Source: an optimization exercise on an open RTL-to-GDS flow (aim: small area and a short achievable clock period). Production flows keep margins and buffers that such runs may drop.
Where RTL was checked, it was by simulation tests only, not by an equivalence proof against the original.

==> inputs of fjord <==
==> flow/design.v (excerpt) <==
module mac (
    input  logic clk,
    input  logic rst,
    input  logic signed [15:0] a_in,
    input  logic signed [15:0] b_in,
    input  logic acc_clear,
    output logic acc_out_valid,
    output logic signed [34:0] acc_out
);
==> flow/config.mk <==
export PLATFORM = sky130hd
export DESIGN_NAME = mac
export DESIGN_NICKNAME = mac
export VERILOG_FILES = /design/flow/design.v
export SDC_FILE = /design/flow/constraint.sdc
export NUM_CORES = 4
export LEC_CHECK = 0
export CAP_MARGIN = 20
export CORE_MARGIN = 2
export CORE_UTILIZATION = 40
export SETUP_SLACK_MARGIN = 4.5
export SLEW_MARGIN = 60
export SYNTH_HIERARCHICAL = 1
export SYNTH_MINIMUM_KEEP_SIZE = 0
export TNS_END_PERCENT = 0
==> flow/constraint.sdc <==
create_clock -name core_clock -period 7.5 [get_ports {clk}]
set_input_delay 1.5000 -clock core_clock [delete_from_list [all_inputs] [get_ports {clk}]]
set_output_delay 1.5000 -clock core_clock [all_outputs]
set_load 0.01 [all_outputs]
standard.sh (not shown) runs the stock make flow with config.mk's settings and CLKGATE_MAP_FILE= SYNTH_SCRIPT=/design/flow/synth_recipe.tcl, a recipe that flattens the netlist after the stock synthesis.
==> flow/flow/run.sh <==
#!/bin/bash
# Standard ORFS layout (the standard.sh, standard synthesis unchanged); the only
# difference is the cell used for the port buffers that buffer_ports inserts.
set -euo pipefail
export BUFFER_PORTS_ARGS="-buffer_cell sky130_fd_sc_hd__buf_2"
bash standard.sh > standard_flow.log 2>&1
==> garnet: changes against fjord <==
==> flow/run.sh (new file) <==
#!/bin/bash
# synth_recipe.tcl (not shown) runs the flow's synth.tcl, then flattens the netlist and writes it again
# the make line also repeats each setting of config.mk as NAME=value (left out here)
make -C /OpenROAD-flow-scripts/flow DESIGN_CONFIG=/design/flow/config.mk WORK_HOME=/design/flow/orfs CLKGATE_MAP_FILE= SYNTH_SCRIPT=/design/flow/synth_recipe.tcl finish
- SETUP_SLACK_MARGIN: 4.5 -> unset
- SLEW_MARGIN: 60 -> 20
- TNS_END_PERCENT: 0 -> unset
removed: flow/flow/run.sh
removed: flow/standard.sh
==> key figures <==
Status
  • Status: complete, no violations

Global routing
  • Met3 usage: 0.02959
  • Vias in the first global route: 8876

Detailed routing
  • WL/cell: 18.57 um

Timing
  • Clk_skew: 0.01236 ns
  • Hold_ws: 0.4706 ns
  • Period utilization: 0.5689

Place
  • Placed insts: 1606
  • Gpl congestion: 0.8513

Worst setup path
  • Critical path's slowest cell: dfxtp_2
  • CP peak stage delay: 0.35 ns
  • Crit Path Max Fanout: 3
  • Crit path arrival time: 2.77 ns

Layout
  • Clk tree area frac: 0.04690
  • Most frequent cells in the layout: nand2_1, fa_1, xnor2_1
  • Final-layout fill cell count: 2810

CTS
  • Clk slew on worst S/H paths: 0.06 ns
-- figures above: fjord

==> key figures <==
Layout
  • Final-layout fill cell count: 2741
  • Most frequent cells in the layout: nand2_1, fa_1, xnor2_1
  • Clk tree area frac: 0.04585

Place
  • Placed insts: 1605

Status
  • Status: complete, no violations

Timing
  • Period utilization: 0.6580
  • Hold_ws: 0.4694 ns

CTS
  • Clk slew on worst S/H paths: 0.07 ns

Worst setup path
  • CP peak stage delay: 0.56 ns
-- figures above: garnet

Function was not checked in any run of this note: the RTL went through the layout flow alone.

========
==> inputs of try-raven <==
Another version of the RTL of mac (not shown whole).
clock: 7.5 ns
lec_check: 0
cap_margin: 20
core_margin: 2
core_utilization: 40
setup_slack_margin: 4
slew_margin: 20
run.sh (not shown) runs the stock make flow with config.mk's settings and CLKGATE_MAP_FILE= SYNTH_SCRIPT=/design/flow/synth_recipe.tcl, a recipe that flattens the netlist after the stock synthesis.
Stock flow here: none of the scripts above is used.
==> inputs of try-pepper, as changes to try-raven <==
Settings changed: SETUP_SLACK_MARGIN 4 to not set.
==> impl_metrics.py <==
metrics = {
    "place": {
        "place_congestion": 0.825,
    },
    "grt": {
        "met1_usage_pct": 27.9,
        "grt_pass1_wl_um": 43400,
    },
    "route": {
        "wl_met2_um": 14100,
        "wirelength_um": 27200,
    },
    "layout": {
        "final_common_cell": "xor2_1",
    },
    "status": {
        "status": "complete, no violations",
    },
}
the above is filed under try-raven

==> impl_metrics.py <==
metrics = {
    "route": {
        "wl_met2_um": 12300,
    },
    "status": {
        "status": "complete, no violations",
    },
    "grt": {
        "grt_pass1_wl_um": 39000,
    },
    "place": {
        "place_congestion": 0.855,
    },
}
the above is filed under try-pepper

No run of this note included a check of the RTL's function; only the layout flow was run.

========
==> run a <==
mac, a different RTL version from the one above (not shown whole).
// mac
module mac (
    input  logic clk,
    input  logic rst,
    input  logic signed [15:0] a_in,
    input  logic signed [15:0] b_in,
    input  logic acc_clear,
    output logic acc_out_valid,
    output logic signed [34:0] acc_out
);
logic [15:0] a_r;
logic [7:0] one_r, two_r, neg_r;
wire  [16:0] bx = {b_in, 1'b0};
integer k;
always_ff @(posedge clk) begin
    for (k = 0; k < 8; k = k + 1) begin
        one_r[k] <= bx[2*k+1] ^ bx[2*k];
        two_r[k] <= (bx[2*k+2] & ~bx[2*k+1] & ~bx[2*k]) | (~bx[2*k+2] & bx[2*k+1] & bx[2*k]);
        neg_r[k] <= bx[2*k+2];
    end
    a_r <= rst ? 16'd0 : a_in;
end
wire [17:0] ax = {a_r[15], a_r, 1'b0};
wire [16:0] pp0;
wire [16:0] pp1;
wire [16:0] pp2;
wire [16:0] pp3;
wire [16:0] pp4;
wire [16:0] pp5;
wire [16:0] pp6;
wire [16:0] pp7;
genvar gi, gj;
generate for (gj = 0; gj < 8; gj = gj + 1) begin : g_pp
    for (gi = 0; gi < 17; gi = gi + 1) begin : g_bit
        wire v = (one_r[gj] & ax[gi+1]) | (two_r[gj] & ax[gi]);
        if (gj == 0) assign pp0[gi] = v ^ neg_r[0];
        if (gj == 1) assign pp1[gi] = v ^ neg_r[1];
        if (gj == 2) assign pp2[gi] = v ^ neg_r[2];
        if (gj == 3) assign pp3[gi] = v ^ neg_r[3];
        if (gj == 4) assign pp4[gi] = v ^ neg_r[4];
        if (gj == 5) assign pp5[gi] = v ^ neg_r[5];
        if (gj == 6) assign pp6[gi] = v ^ neg_r[6];
        if (gj == 7) assign pp7[gi] = v ^ neg_r[7];
    end
end endgenerate
logic [34:0] acc_s;
logic [28:0] acc_cr;
wire  [34:0] acc_c;
logic [1:0] t;
wire hold = acc_out_valid & ~acc_clear;
wire [34:0] acc_in_s = acc_clear ? 35'd0 : acc_s;
wire [34:0] acc_in_c = acc_clear ? 35'd0 : acc_c;
  ...
clock: 7.5 ns
lec_check: 0
cap_margin: 20
core_margin: 2
core_utilization: 40
setup_slack_margin: 3.4
slew_margin: 60
synth_hierarchical: 1
synth_minimum_keep_size: 0
tns_end_percent: 0
standard.sh (not shown) runs the stock make flow with config.mk's settings and CLKGATE_MAP_FILE= SYNTH_SCRIPT=/design/flow/synth_recipe.tcl, a recipe that flattens the netlist after the stock synthesis.
==> flow/flow/run.sh <==
#!/bin/bash
# Standard ORFS layout (the standard.sh, standard synthesis unchanged); the only
# difference is the cell used for the port buffers that buffer_ports inserts.
set -euo pipefail
export BUFFER_PORTS_ARGS="-buffer_cell sky130_fd_sc_hd__buf_2"
bash standard.sh > standard_flow.log 2>&1
==> inputs of run b, as changes to run a <==
--- a/flow/design.v
+++ b/flow/design.v
@@ -47,12 +47,32 @@
 wire  [34:0] acc_c;
 logic [1:0] t;
 wire hold = acc_out_valid & ~acc_clear;
 wire [34:0] acc_in_s = acc_clear ? 35'd0 : acc_s;
 wire [34:0] acc_in_c = acc_clear ? 35'd0 : acc_c;
 assign acc_c = {acc_cr[28], 1'b0, acc_cr[27], acc_cr[26], acc_cr[25], acc_cr[24], acc_cr[23], acc_cr[22], acc_cr[21], acc_cr[20], acc_cr[19], acc_cr[18], acc_cr[17], acc_cr[16], acc_cr[15], acc_cr[14], acc_cr[13], acc_cr[12], acc_cr[11], acc_cr[10], acc_cr[9], acc_cr[8], acc_cr[7], acc_cr[6], acc_cr[5], acc_cr[4], acc_cr[3], 1'b0, acc_cr[2], 1'b0, acc_cr[1], 1'b0, acc_cr[0], 1'b0, 1'b0};
+wire acc_in_sn19;
+mac_nclr u_nc19 (.a(acc_s[19]), .clr(acc_clear), .y(acc_in_sn19));
+wire acc_in_sn21;
+mac_nclr u_nc21 (.a(acc_s[21]), .clr(acc_clear), .y(acc_in_sn21));
+wire acc_in_sn23;
+mac_nclr u_nc23 (.a(acc_s[23]), .clr(acc_clear), .y(acc_in_sn23));
+wire acc_in_sn25;
+mac_nclr u_nc25 (.a(acc_s[25]), .clr(acc_clear), .y(acc_in_sn25));
+wire acc_in_sn27;
+mac_nclr u_nc27 (.a(acc_s[27]), .clr(acc_clear), .y(acc_in_sn27));
+wire acc_in_sn29;
+mac_nclr u_nc29 (.a(acc_s[29]), .clr(acc_clear), .y(acc_in_sn29));
+wire acc_in_sn31;
+mac_nclr u_nc31 (.a(acc_s[31]), .clr(acc_clear), .y(acc_in_sn31));
+wire acc_in_sn32;
+mac_nclr u_nc32 (.a(acc_s[32]), .clr(acc_clear), .y(acc_in_sn32));
+wire acc_in_sn33;
+mac_nclr u_nc33 (.a(acc_s[33]), .clr(acc_clear), .y(acc_in_sn33));
+wire acc_in_sn34;
+mac_nclr u_nc34 (.a(acc_s[34]), .clr(acc_clear), .y(acc_in_sn34));
 wire s0, c0, s1, c1, s2, c2, s3, c3, s4, c4, s5, c5, s6, c6, s7, c7, s8, c8, s9, c9, s10, c10, s11, c11, s12, c12, s13, c13, s14, c14, s15, c15, s16, c16, s17, c17, s18, c18, s19, c19, s20, c20, s21, c21, s22, c22, s23, c23, s24, c24, s25, c25, s26, c26, s27, c27, s28, c28, s29, c29, s30, c30, s31, c31, s32, c32, s33, c33, s34, c34, s35, c35, s36, c36, s37, c37, s38, c38, s39, c39, s40, c40, s41, c41, s42, c42, s43, c43, s44, c44, s45, c45, s46, c46, s47, c47, s48, c48, s49, c49, s50, c50, s51, c51, s52, c52, s53, c53, s54, c54, s55, c55, s56, c56, s57, c57, s58, c58, s59, c59, s60, c60, s61, c61, s62, c62, s63, c63, s64, c64, s65, c65, s66, c66, s67, c67, s68, c68, s69, c69, s70, c70, s71, c71, s72, c72, s73, c73, s74, c74, s75, c75, s76, c76, s77, c77, s78, c78, s79, c79, s80, c80, s81, c81, s82, c82, s83, c83, s84, c84, s85, c85, s86, c86, s87, c87, s88, c88, s89, c89, s90, c90, s91, c91, s92, c92, s93, c93, s94, c94, s95, c95, s96, c96, s97, c97, s98, c98, s99, c99, s100, c100, s101, c101, s102, c102, s103, c103, s104, c104, s105, c105, s106, c106, s107, c107, s108, c108, s109, c109, s110, c110, s111, c111, s112, c112, s113, c113, s114, c114, s115, c115, s116, c116, s117, c117, s118, c118, s119, c119, s120, c120, s121, c121, s122, c122, s123, c123, s124, c124, s125, c125, s126, c126, s127, c127, s128, c128, s129, c129, s130, c130, s131, c131, s132, c132, s133, c133, s134, c134, s135, c135, s136, c136, s137, c137, s138, c138, s139, c139, s140, c140, s141, c141, s142, c142, s143, c143, s144, c144, s145, c145, s146, c146, s147, c147, s148, c148, s149, c149, s150, c150, s151, c151, s152, c152, s153, c153;
 mac_ha u_ha0 (.a(neg_r[0]), .b(pp0[0]), .s(s0), .co(c0));
 mac_ha u_ha1 (.a(pp0[1]), .b(c0), .s(s1), .co(c1));
 mac_fa u_fa2 (.a(neg_r[1]), .b(pp0[2]), .c(pp1[0]), .s(s2), .co(c2));
 mac_fa u_fa3 (.a(s2), .b(c1), .c(acc_in_s[2]), .s(s3), .co(c3));
 mac_fa u_fa4 (.a(pp0[3]), .b(pp1[1]), .c(c2), .s(s4), .co(c4));
@@ -148,66 +168,66 @@
 mac_fa u_fa94 (.a(c84), .b(c85), .c(s92), .s(s94), .co(c94));
 mac_fa u_fa95 (.a(s93), .b(c86), .c(s94), .s(s95), .co(c95));
 mac_fa u_fa96 (.a(pp2[15]), .b(pp3[13]), .c(pp4[11]), .s(s96), .co(c96));
 mac_fa u_fa97 (.a(pp5[9]), .b(pp6[7]), .c(pp7[5]), .s(s97), .co(c97));
 mac_fa u_fa98 (.a(c88), .b(c89), .c(s96), .s(s98), .co(c98));
 mac_fa u_fa99 (.a(s97), .b(c90), .c(c91), .s(s99), .co(c99));
-mac_fa u_fa100 (.a(~acc_in_s[19]), .b(acc_in_c[19]), .c(s98), .s(s100), .co(c100));
+mac_fa u_fa100 (.a(acc_in_sn19), .b(acc_in_c[19]), .c(s98), .s(s100), .co(c100));
 mac_fa u_fa101 (.a(c92), .b(c93), .c(s99), .s(s101), .co(c101));
 mac_fa u_fa102 (.a(s100), .b(c94), .c(s101), .s(s102), .co(c102));
 mac_fa u_fa103 (.a(~pp2[16]), .b(pp3[14]), .c(pp4[12]), .s(s103), .co(c103));
 mac_fa u_fa104 (.a(pp5[10]), .b(pp6[8]), .c(pp7[6]), .s(s104), .co(c104));
 mac_fa u_fa105 (.a(c96), .b(c97), .c(s103), .s(s105), .co(c105));
 mac_fa u_fa106 (.a(s104), .b(c98), .c(acc_in_s[20]), .s(s106), .co(c106));
 mac_fa u_fa107 (.a(acc_in_c[20]), .b(acc_in_s[19]), .c(s105), .s(s107), .co(c107));
 mac_fa u_fa108 (.a(c99), .b(c100), .c(s106), .s(s108), .co(c108));
 mac_fa u_fa109 (.a(s107), .b(c101), .c(s108), .s(s109), .co(c109));
 mac_fa u_fa110 (.a(pp3[15]), .b(pp4[13]), .c(pp5[11]), .s(s110), .co(c110));
 mac_fa u_fa111 (.a(pp6[9]), .b(pp7[7]), .c(c103), .s(s111), .co(c111));
 mac_fa u_fa112 (.a(c104), .b(s110), .c(s111), .s(s112), .co(c112));
-mac_fa u_fa113 (.a(c105), .b(~acc_in_s[21]), .c(acc_in_c[21]), .s(s113), .co(c113));
+mac_fa u_fa113 (.a(c105), .b(acc_in_sn21), .c(acc_in_c[21]), .s(s113), .co(c113));
 mac_fa u_fa114 (.a(c106), .b(c107), .c(s112), .s(s114), .co(c114));
 mac_fa u_fa115 (.a(s113), .b(c108), .c(s114), .s(s115), .co(c115));
 mac_fa u_fa116 (.a(~pp3[16]), .b(pp4[14]), .c(pp5[12]), .s(s116), .co(c116));
 mac_fa u_fa117 (.a(pp6[10]), .b(pp7[8]), .c(c110), .s(s117), .co(c117));
 mac_fa u_fa118 (.a(s116), .b(c111), .c(s117), .s(s118), .co(c118));
 mac_fa u_fa119 (.a(acc_in_s[22]), .b(acc_in_c[22]), .c(acc_in_s[21]), .s(s119), .co(c119));
 mac_fa u_fa120 (.a(c112), .b(c113), .c(s118), .s(s120), .co(c120));
 mac_fa u_fa121 (.a(s119), .b(c114), .c(s120), .s(s121), .co(c121));
 mac_fa u_fa122 (.a(pp4[15]), .b(pp5[13]), .c(pp6[11]), .s(s122), .co(c122));
 mac_fa u_fa123 (.a(pp7[9]), .b(c116), .c(s122), .s(s123), .co(c123));
-mac_fa u_fa124 (.a(c117), .b(~acc_in_s[23]), .c(acc_in_c[23]), .s(s124), .co(c124));
+mac_fa u_fa124 (.a(c117), .b(acc_in_sn23), .c(acc_in_c[23]), .s(s124), .co(c124));
 mac_fa u_fa125 (.a(s123), .b(c118), .c(c119), .s(s125), .co(c125));
 mac_fa u_fa126 (.a(s124), .b(c120), .c(s125), .s(s126), .co(c126));
 mac_fa u_fa127 (.a(~pp4[16]), .b(pp5[14]), .c(pp6[12]), .s(s127), .co(c127));
 mac_fa u_fa128 (.a(pp7[10]), .b(c122), .c(s127), .s(s128), .co(c128));
 mac_fa u_fa129 (.a(c123), .b(acc_in_s[24]), .c(acc_in_c[24]), .s(s129), .co(c129));
 mac_fa u_fa130 (.a(acc_in_s[23]), .b(s128), .c(c124), .s(s130), .co(c130));
 mac_fa u_fa131 (.a(s129), .b(c125), .c(s130), .s(s131), .co(c131));
 mac_fa u_fa132 (.a(pp5[15]), .b(pp6[13]), .c(pp7[11]), .s(s132), .co(c132));
 mac_fa u_fa133 (.a(c127), .b(s132), .c(c128), .s(s133), .co(c133));
-mac_fa u_fa134 (.a(~acc_in_s[25]), .b(acc_in_c[25]), .c(c129), .s(s134), .co(c134));
+mac_fa u_fa134 (.a(acc_in_sn25), .b(acc_in_c[25]), .c(c129), .s(s134), .co(c134));
 mac_fa u_fa135 (.a(s133), .b(c130), .c(s134), .s(s135), .co(c135));
 mac_fa u_fa136 (.a(~pp5[16]), .b(pp6[14]), .c(pp7[12]), .s(s136), .co(c136));
 mac_fa u_fa137 (.a(c132), .b(s136), .c(acc_in_s[26]), .s(s137), .co(c137));
 mac_fa u_fa138 (.a(acc_in_c[26]), .b(acc_in_s[25]), .c(c133), .s(s138), .co(c138));
 mac_fa u_fa139 (.a(s137), .b(c134), .c(s138), .s(s139), .co(c139));
 mac_fa u_fa140 (.a(pp6[15]), .b(pp7[13]), .c(c136), .s(s140), .co(c140));
-mac_fa u_fa141 (.a(s140), .b(~acc_in_s[27]), .c(acc_in_c[27]), .s(s141), .co(c141));
+mac_fa u_fa141 (.a(s140), .b(acc_in_sn27), .c(acc_in_c[27]), .s(s141), .co(c141));
 mac_fa u_fa142 (.a(c137), .b(s141), .c(c138), .s(s142), .co(c142));
 mac_fa u_fa143 (.a(~pp6[16]), .b(pp7[14]), .c(c140), .s(s143), .co(c143));
 mac_fa u_fa144 (.a(acc_in_s[28]), .b(acc_in_c[28]), .c(acc_in_s[27]), .s(s144), .co(c144));
 mac_fa u_fa145 (.a(s143), .b(c141), .c(s144), .s(s145), .co(c145));
-mac_fa u_fa146 (.a(pp7[15]), .b(~acc_in_s[29]), .c(acc_in_c[29]), .s(s146), .co(c146));
+mac_fa u_fa146 (.a(pp7[15]), .b(acc_in_sn29), .c(acc_in_c[29]), .s(s146), .co(c146));
 mac_fa u_fa147 (.a(c143), .b(c144), .c(s146), .s(s147), .co(c147));
 mac_fa u_fa148 (.a(~pp7[16]), .b(acc_in_s[30]), .c(acc_in_c[30]), .s(s148), .co(c148));
 mac_fa u_fa149 (.a(acc_in_s[29]), .b(c146), .c(s148), .s(s149), .co(c149));
-mac_fa u_fa150 (.a(~acc_in_s[31]), .b(acc_in_c[31]), .c(c148), .s(s150), .co(c150));
-mac_fa u_fa151 (.a(~acc_in_s[32]), .b(acc_in_c[32]), .c(acc_in_s[31]), .s(s151), .co(c151));
-mac_ha u_ha152 (.a(~acc_in_s[33]), .b(acc_in_s[32]), .s(s152), .co(c152));
-mac_fa u_fa153 (.a(~acc_in_s[34]), .b(acc_in_c[34]), .c(acc_in_s[33]), .s(s153), .co(c153));
+mac_fa u_fa150 (.a(acc_in_sn31), .b(acc_in_c[31]), .c(c148), .s(s150), .co(c150));
+mac_fa u_fa151 (.a(acc_in_sn32), .b(acc_in_c[32]), .c(acc_in_s[31]), .s(s151), .co(c151));
+mac_ha u_ha152 (.a(acc_in_sn33), .b(acc_in_s[32]), .s(s152), .co(c152));
+mac_fa u_fa153 (.a(acc_in_sn34), .b(acc_in_c[34]), .c(acc_in_s[33]), .s(s153), .co(c153));
 wire [34:0] rx = {c152, s152, c150, c149, c147, c145, c142, c139, c135, c131, c126, c121, c115, c109, c102, c95, c87, c79, c71, c63, c55, c48, c41, c35, c29, c24, c19, s19, c11, s11, s7, s5, acc_in_c[2], s1, s0};
 wire [34:0] ry = {s153, c151, s151, s150, s149, s147, s145, s142, s139, s135, s131, s126, s121, s115, s109, s102, s95, s87, s79, s71, s63, s55, s48, s41, s35, s29, s24, c15, s15, c8, s8, c3, s3, acc_in_s[1], acc_in_s[0]};
 wire [34:0] nxt_s;
 wire [34:0] nxt_c;
 wire [34:0] bp = rx ^ ry;
 wire [34:0] bg = rx & ry;
@@ -562,9 +582,12 @@
     assign co = (a & b) | (c & (a ^ b));
 endmodule
 module mac_ha (input logic a, input logic b, output logic s, output logic co);
     assign s = a ^ b;
     assign co = a & b;
 endmodule
+module mac_nclr (input logic a, input logic clr, output logic y);
+    assign y = ~a | clr;
+endmodule
 module mac_xor (input logic a, input logic b, output logic y);
     assign y = a ^ b;
 endmodule
- SETUP_SLACK_MARGIN: 3.4 -> 4.5
==> inputs of run c, as changes to run a <==
- CORE_UTILIZATION: 40 -> 50
- SETUP_SLACK_MARGIN: 3.4 -> 4.5
==> flow_metrics.tcl <==
set metrics [dict create \
    status "complete, no violations" \
    fin_crit_sh_pct 50.4 \
    yosys.area_share.simple_pct 12.2 \
    n_all_inverters 17 \
]
the above is filed under run c

==> flow_metrics.tcl <==
set metrics [dict create \
    status "complete, no violations" \
    fin_crit_sh_pct 52.8 \
    yosys.area_share.simple_pct 12.2 \
    start_kind "flip-flop" \
    n_all_inverters 17 \
]
the above is filed under run a

==> flow_metrics.tcl <==
set metrics [dict create \
    criticalPathCategory "reg -> out" \
    status "complete, no violations" \
    n_all_inverters 8 \
    fin_crit_sh_pct 51.0 \
    synth_flop_cell "dfxtp_1" \
]
the above is filed under run b

No functional check of the RTL was part of run b.

-- static timing again, ports no longer ideal --
The results above use ideal ports. As a check the final layouts listed here were re-extracted and re-timed, cells and wires unchanged.
Step 1 (the two cells are an assumption about what drives the block):
set clk [get_ports {clk}]
set_driving_cell -lib_cell sky130_fd_sc_hd__clkbuf_16 $clk
set_driving_cell -lib_cell sky130_fd_sc_hd__buf_2 [delete_from_list [all_inputs] $clk]
Step 2 adds t to the input delays and takes it off the output delays; t is the mean of the earliest and latest rising clock arrival at the registers after step 1. Input paths then give back, and output paths get back, about the clock's delay inside the block.
Three values: ideal, step 1, step 2; two values: the first two.
run	t, ns	setup WS [ns]	latest minus earliest clock arrival (ns)
fjord	0.461	3.233 / 3.190 / 3.384	0.013 / 0.013
garnet	0.462	2.565 / 2.523 / 2.985	0.017 / 0.017
try-raven	0.401	2.123 / 2.123 / 2.123	0.012 / 0.012
try-pepper	0.396	1.374 / 1.374 / 1.374	0.011 / 0.011
run a	0.411	3.541 / 3.525 / 3.411	0.015 / 0.014
run b	0.416	3.677 / 3.630 / 3.355	0.010 / 0.010
run c	0.402	3.723 / 3.676 / 3.420	0.015 / 0.015
After both steps setup and hold are still met in every run listed. For run b, which loses most, drivers alone change the setup slack by -0.047 ns; drivers and shift together by -0.322 ns.
